Background: an optimization exercise with open tools, aiming at small area. Do not read the settings as production practice. Only simulation tests tie the RTL to the original design; equivalence was not proved. Power and IR drop assume default switching activity.

==> flow/design.v, too long to show whole: its modules and the start of the top module <==
// module ocx_dlx_crc: 1554 lines
// module ocx_dlx_rx_lane_66: 335 lines
// module ocx_dlx_rx_lane: 769 lines
// module ocx_dlx_rx_main: 479 lines
// module ocx_dlx_rxdf: 706 lines
module ocx_dlx_rxdf (
  ln0_rx_valid                    
 ,ln0_rx_data                     
 ,ln0_rx_header                   
 ,ln0_rx_slip                     
 ,ln1_rx_valid                    
 ,ln1_rx_data                     
 ,ln1_rx_header                   
 ,ln1_rx_slip                     
 ,ln2_rx_valid                    
 ,ln2_rx_data                     
 ,ln2_rx_header                   
 ,ln2_rx_slip                     
 ,ln3_rx_valid                    
 ,ln3_rx_data                     
 ,ln3_rx_header                   
 ,ln3_rx_slip                     
 ,ln4_rx_valid                    
 ,ln4_rx_data                     
 ,ln4_rx_header                   
 ,ln4_rx_slip                     
 ,ln5_rx_valid                    
 ,ln5_rx_data                     
 ,ln5_rx_header                   
 ,ln5_rx_slip                     
 ,ln6_rx_valid                    
 ,ln6_rx_data                     
 ,ln6_rx_header                   
 ,ln6_rx_slip                     
 ,ln7_rx_valid                    
 ,ln7_rx_data                     
 ,ln7_rx_header                   
 ,ln7_rx_slip                     
 ,dlx_tlx_flit_valid              
 ,dlx_tlx_flit                    
 ,dlx_tlx_flit_crc_err            
 ,dlx_tlx_link_up                 
 ,dlx_config_info                 
 ,tx_rx_reset                     
 ,train_ts2                       
 ,train_ts67                      
 ,rx_tx_retrain                   
 ,rx_tx_crc_error                 
 ,rx_tx_nack                      
 ,rx_tx_tx_ack_rtn                
 ,rx_tx_rx_ack_inc                
 ,rx_tx_tx_ack_ptr_vld            
 ,rx_tx_tx_ack_ptr                
 ,ln0_rx_tx_last_byte_ts3         
 ,ln1_rx_tx_last_byte_ts3         
 ,ln2_rx_tx_last_byte_ts3         
 ,ln3_rx_tx_last_byte_ts3         
 ,cfg_transmit_order             
 ,rx_tx_tx_lane_swap              
 ,rx_tx_deskew_done               
 ,tx_rx_training                  
 ,tx_rx_phy_training              
 ,tx_rx_disabled_rx_lanes            
 ,rx_tx_pattern_a                 
 ,rx_tx_pattern_b                 
 ,rx_tx_lane_inverted             
 ,rx_tx_sync                      
 ,rx_tx_TS1                       
 ,rx_tx_TS2                       
 ,rx_tx_TS3                       
 ,rx_tx_block_lock                
 ,rx_tx_linkup                    
 ,opt_gckn                        
);
  // ...
==> flow/flow/run.sh <==
#!/bin/bash
# Own layout flow: the standard ORFS flow (standard.sh) with
#  - synthesis through flow/synth_area.tcl (synth_recipe.tcl with the standard ABC script, its
#    last mapping area-oriented and without its final buffering/resizing),
#  - port buffers made with the smallest buffer cell,
#  - a clock tree without dummy loads, built from clkbuf_4 with small sink clusters,
#  - larger slew/capacitance margins for the repair after global routing (flow/grt_margins.tcl).
# ORFS writes each step's full log under orfs/logs/; make's own output goes to flow_make.log.
set -euo pipefail
here=$(pwd)
bash standard.sh \
  "SYNTH_SCRIPT=$here/flow/synth_area.tcl" \
  "BUFFER_PORTS_ARGS=-buffer_cell sky130_fd_sc_hd__buf_1" \
  "CTS_ARGS=-sink_clustering_enable -repair_clock_nets -dont_use_dummy_load -buf_list sky130_fd_sc_hd__clkbuf_4 -sink_clustering_size 8 -sink_clustering_max_diameter 40" \
  "PRE_GLOBAL_ROUTE_TCL=$here/flow/grt_margins.tcl" \
  finish > flow_make.log 2>&1
==> flow/flow/abc_area.script <==
&get -n
&st
&dch
&nf
&st
&syn2
&if -g -K 6
&synch2
&nf
&st
&syn2
&if -g -K 6
&synch2
&nf
&st
&syn2
&if -g -K 6
&synch2
&nf
&st
&syn2
&if -g -K 6
&synch2
&nf
&st
&syn2
&if -g -K 6
&synch2
&nf -R 1000
&put
==> flow/flow/grt_margins.tcl <==
# Hook run before global routing (PRE_GLOBAL_ROUTE_TCL): the repair after global routing fixes
# slew and capacitance with larger margins, since its wire estimates can still grow in detailed
# routing.
set ::env(SLEW_MARGIN) 30
set ::env(CAP_MARGIN) 30
==> flow/flow/synth_area.tcl <==
# The standard synthesis (synth_recipe.tcl), with ABC's mapping script replaced by
# flow/abc_area.script: the standard speed script (abc_speed.script) with its last mapping made
# area-oriented (&nf -R 1000) and without its last steps, which insert buffers and resize gates for
# ABC's own delay model (the layout buffers and resizes later).
set ::own_abc_script [file normalize [file join [file dirname [info script]] abc_area.script]]
proc abc {args} {
  set i [lsearch -exact $args -script]
  if {$i >= 0} { set args [lreplace $args [expr {$i + 1}] [expr {$i + 1}] $::own_abc_script] }
  yosys abc {*}$args
}
source [file normalize [file join [file dirname [info script]] .. synth_recipe.tcl]]
==> flow/standard.sh <==
#!/bin/bash
# synth_recipe.tcl (not shown) runs the flow's synth.tcl, then flattens the netlist and writes it again
# the make line also repeats each setting of config.mk as NAME=value (left out here)
make -C /OpenROAD-flow-scripts/flow DESIGN_CONFIG=/design/flow/config.mk WORK_HOME=/design/flow/orfs CLKGATE_MAP_FILE= SYNTH_SCRIPT=/design/flow/synth_recipe.tcl "${@:-finish}"
==> flow/config.mk <==
export PLATFORM = sky130hd
export DESIGN_NAME = ocx_dlx_rxdf
export DESIGN_NICKNAME = ocx_dlx_rxdf
export VERILOG_FILES = /design/flow/design.v
export SDC_FILE = /design/flow/constraint.sdc
export NUM_CORES = 8
export LEC_CHECK = 0
export CAP_MARGIN = 20
export CORE_MARGIN = 2
export CORE_UTILIZATION = 40
export SLEW_MARGIN = 20
==> flow/constraint.sdc <==
create_clock -name core_clock -period 10.0 [get_ports {opt_gckn}]
set_input_delay 2.0000 -clock core_clock [delete_from_list [all_inputs] [get_ports {opt_gckn}]]
set_output_delay 2.0000 -clock core_clock [all_outputs]
set_load 0.01 [all_outputs]
==> run notes, run 1 <==
status complete, no violations; main combinational cell family by area after synthesis XOR/XNOR gates; vias per inst between 6 and 7; commonest non-fill, non-tap cell in the layout xnor2_1; post-synthesis mux area share 0.0185; Avg Inst Size Synth around 10 sq um; largest class multi-input combinational cells; Worst path depth 15; CP most frequent cell xnor2_1; Place WS around 3.1 ns; Synth top area share 0.273; met3 WL just under 200000 um; commonest non-fill, non-tap cells in the layout xnor2_1 (4793), dfxtp_1 (2463), edfxtp_1 (2277), xor2_1 (2152), nor2_1 (2130); met2 Usage GRT 0.636; Seq. pwr about 22 mW; final WL ~1500000 um; RSZ-0062 raised after global routing false; Post-synth top cells xnor2_1 (4928), dfxtp_1 (2491), edfxtp_1 (2277), xor2_1 (2237), nand2_1 (2208); register cell area after layout 0.118 sq mm; Worst R2R Start lane5.deskew_read_ptr_q[0]; initial drt markers about 39000; hold path endpoint phy5.ln_valid_q; Comb group ~8.2 mW; sink count of the clock tree 4768; Critical Path End main.crc_bits_q[17]; max-cap check violation count 0; Slew Limit Fails 0; #MultiIn Comb between 15000 and 20000; Seq cells 4768; count leader, synth xnor2_1; cells after synthesis approximately 24000; floorplan row count 290; Pwr Density between 100 and 150 mW/mm^2; delay-heaviest family, CP XOR/XNOR gates; kind of critical path reg -> reg; Die ar. around 0.63 sq mm; Crit path buffers/inverters 1; Inst Count DP between 30000 and 40000; WL met2 just over 600000 um; final setup fails 0; Initial Util 0.402
==> run 2: changes to the inputs <==
==> flow/flow/grt_margins.tcl (replaced) <==
# Hook run before global routing (PRE_GLOBAL_ROUTE_TCL): the repair after global routing fixes
# slew and capacitance with larger margins, since its wire estimates can still grow in detailed
# routing.
set ::env(SLEW_MARGIN) 25
set ::env(CAP_MARGIN) 25
==> run notes, run 2 <==
Netlist cell types 80; Post-DRT Antenna Nets 0; gr usage total 0.456; P_int 27.7 mW; Post-synth top cells xnor2_1 (4928), dfxtp_1 (2491), edfxtp_1 (2277), xor2_1 (2237), nand2_1 (2208); postcts setup bufs 0; WL met1 602000 um; largest net degree at the start of global routing 129; Die W 796 um; HPWL after detailed placement 1180000 um; worst-path cell with the longest stage delay xor2_1; Synth top area share 0.273 (unchanged); P_sw between 10 and 15 mW; setup TNS 0 ns; Critical Path Source lane5.deskew_read_ptr_q[0]; I/O Buffers 1223; Inst Count DP 34759 (unchanged); commonest non-fill, non-tap cells in the layout xnor2_1 (4808), dfxtp_1 (2464), edfxtp_1 (2277), xor2_1 (2159), nand2_1 (2131); Pwr Density 143 mW/mm^2 (+0.13%); Total Power 40.4 mW; initial antenna violation count roughly 230; Worst setup SP type register; Core Area between 0.6 and 0.7 sq mm; fmax between 100 and 150 MHz; Worst R2R Start lane5.deskew_read_ptr_q[0]; share of layout cells above drive strength 1 0.0841; wire per inst 42.2 um; H-tree levels 6; DRC violations left 0; deepest clock path buffer count 4; via count between 200k and 250k; met3 WL 193000 um (about the same); Area contributors post-synth edfxtp_1 (27%), dfxtp_1 (20%), xnor2_1 (17%); WL met2 609000 um (+0.26%); vias in the first global route ~200k; Post-synth EDFFs about 2300; Final min period between 7 and 8 ns; GR Overflow Total 0; syn nets about 25000; CP most frequent cell xnor2_1; Slew Limit Fails 0 (unchanged); Initial Util 0.402 (unchanged); Fin. Hold Viols 0; nets between 20000 and 30000; Layout area overhead 12.8%; max-cap check violation count 0 (unchanged); clock root cell clkbuf_4; first-pass GRT wire length roughly 1900000 um; sink count of the clock tree 4768 (unchanged); sequential share of power 0.543; Hold Slack 0.113 ns; register bit total from synthesis between 4000 and 5000; CP endpoint kind register; commonest non-fill, non-tap cell in the layout xnor2_1; Avg Inst Size Synth 10.3 sq um (unchanged); Die ar. 0.633 sq mm (unchanged); Cell Area, Synth around 0.25 sq mm; Non-Filler Instances about 36000; Top Registers main.flit_q x512, main.flit_to_tl_q x512; Util after Layout 0.453; Crit path buffers/inverters 2 (+1); status complete, no violations; Layout fillers between 50000 and 60000; RSZ-0062 raised after global routing false; total CTS buffers 788; final WL 1510000 um (about the same); P_leak about 95 nW; CTS tree yes; Slew @ Worst Pin roughly 1.4 ns; Max VDD drop between 0.1 and 0.15 mV; crit share post-route 0.742; vias per inst 6.23 (about the same); register area share after synthesis 0.472; clock skew 0.263 ns; highest routed layer met5; YS warnings 4; Worst Path Arrival 9.18 ns; worst-path maximum fanout between 50 and 60; Sw Ratio 0.314; die height roughly 800 um; hold_sp ln5_rx_valid; Worst-Skew Late Latency 2.03 ns; cells after synthesis 24219 (unchanged); Post-CTS Resized 0; leading area contributor after synthesis edfxtp_1; final setup fails 0 (unchanged); Comb power frac 0.203; floorplan row count 290 (unchanged); count leader, synth xnor2_1; asr flop ratio synth 0; worst min path class in -> reg; drt pass-1 iters 9; Main synth FF type dfxtp_1; io pins ~1200; clk slew on worst S/H paths ~0.090 ns; delay-heaviest family, CP XOR/XNOR gates; worst rel slew slack 0.0694; kind of critical path reg -> reg; initial drt markers 38729 (+0.31%); RePlAce Congestion between 1 and 1.5; Data required, critical path 11.75 ns; cells along the critical path ha_2, buf_4, a22oi_1, nand2_1, xor2_2, buf_4, xor2_1, xor2_2, xnor2_1, xnor2_1, xnor2_1, xnor2_1, xnor2_1, xnor2_1, nor2_1, nor3_1; max incr delay on CP between 0.8 and 0.9 ns; clock network power share 0.253
run 2: cell types whose count changed in the layout (fill, tap and decap cells not counted), moves of 3 or more:
cell,delta
nand2_1,+4
xnor2_1,+15
xnor2_4,-13
xor2_1,+7
buf_4,+16
xor2_4,-3
diode_2,+17
xor2_2,-4
buf_6,-19
run 2: stage by stage:
stage                     setup slack, ns  instance area, sq um
after floorplan                     0.674                251000
after global placement               3.06                275000
after detailed placement             3.13                276000
after CTS                            2.97                282000
after global routing                 2.88                282000
final                                2.58                283000
run 2: final timing paths:
path	cells past startpoint	to	slack, ns
worst min-delay path	1	phy5.ln_valid_q	0.11
worst min register to register	0	main.flit_to_tl_q[221]	0.20
worst max-delay path	16	main.crc_bits_q[17]	2.58
worst max register to register	16	main.crc_bits_q[17]	2.58
run 2: final cells by class:
| type | count | area [sq um] | share of cell area |
|---|---|---|---|
| Timing Repair Buffer | 2292 | 12900 | 0.0458 |
| Antenna cell | 199 | 498 | 0.00176 |
| Multi-Input combinational cell | 19136 | 134000 | 0.473 |
| Inverter | 251 | 945 | 0.00334 |
| Tap cell | 8322 | 10400 | 0.0368 |
| Clock buffer | 788 | 5920 | 0.0209 |
| Sequential cell | 4768 | 118000 | 0.419 |
run 2: cell families after synthesis:
group / synth area share
AO/OA/AOI/OAI: 0.0980
flip-flops: 0.472
adder cells (fa/ha/maj): 0.0174
AND/OR/NAND/NOR: 0.138
XOR/XNOR: 0.251
buffers and inverters: 0.00568
multiplexers: 0.0185
run 2: power by group through the flow:
stage                     clock [mW]  sequential (mW)  combinational [mW]
final                           10.2             21.9                8.22
after global routing            11.1             21.9                8.62
after CTS                       10.4             21.9                7.95
after detailed placement           0             22.3                7.91
after global placement             0             22.4                7.81
after floorplan                    0             22.2                5.25
run 2: layer usage:
layer  vias to the layer above  track usage
met5                         -            0
met4                        94        0.269
met3                      3191        0.151
met2                     17477        0.636
met1                    109711        0.613
li1                      92127            -
run 2: what timing repair did:
item / CTS / global route
setup endpoints to repair: 0 / 0
endpoints found under the hold margin: 1 / 0
hold buffers: 1 / 0

## separate check: timing with driven ports
How much do the figures lean on ideal ports? The routed layouts below were timed once more, with nothing changed but the port constraints. Step 1 sets driving cells, clkbuf_16 on the clock port and buf_2 on the other inputs (assumed; they add their load-dependent delay and slew). Step 2 adds t to the input delays and takes it off the output delays; t is the mean of the earliest and latest rising clock arrival at the registers after step 1. Input paths then give back, and output paths get back, about the clock's delay inside the block. Three values: ideal ports, drivers, drivers and shift; two values: the first two.
run | t (ns) | setup WS [ns] | hold WS [ns] | worst setup path after step 2 | clock arrival spread, ns | worst slew at a driven data input, ns
run 1 | 2.064 | 2.549 / 2.549 / 2.549 | 0.114 / -0.014 / 0.190 | register to register | 0.273 / 0.274 | 0.24
run 2 | 2.054 | 2.576 / 2.576 / 2.576 | 0.113 / -0.013 / 0.201 | register to register | 0.281 / 0.282 | 0.24
After both steps setup and hold are still met in every run listed.
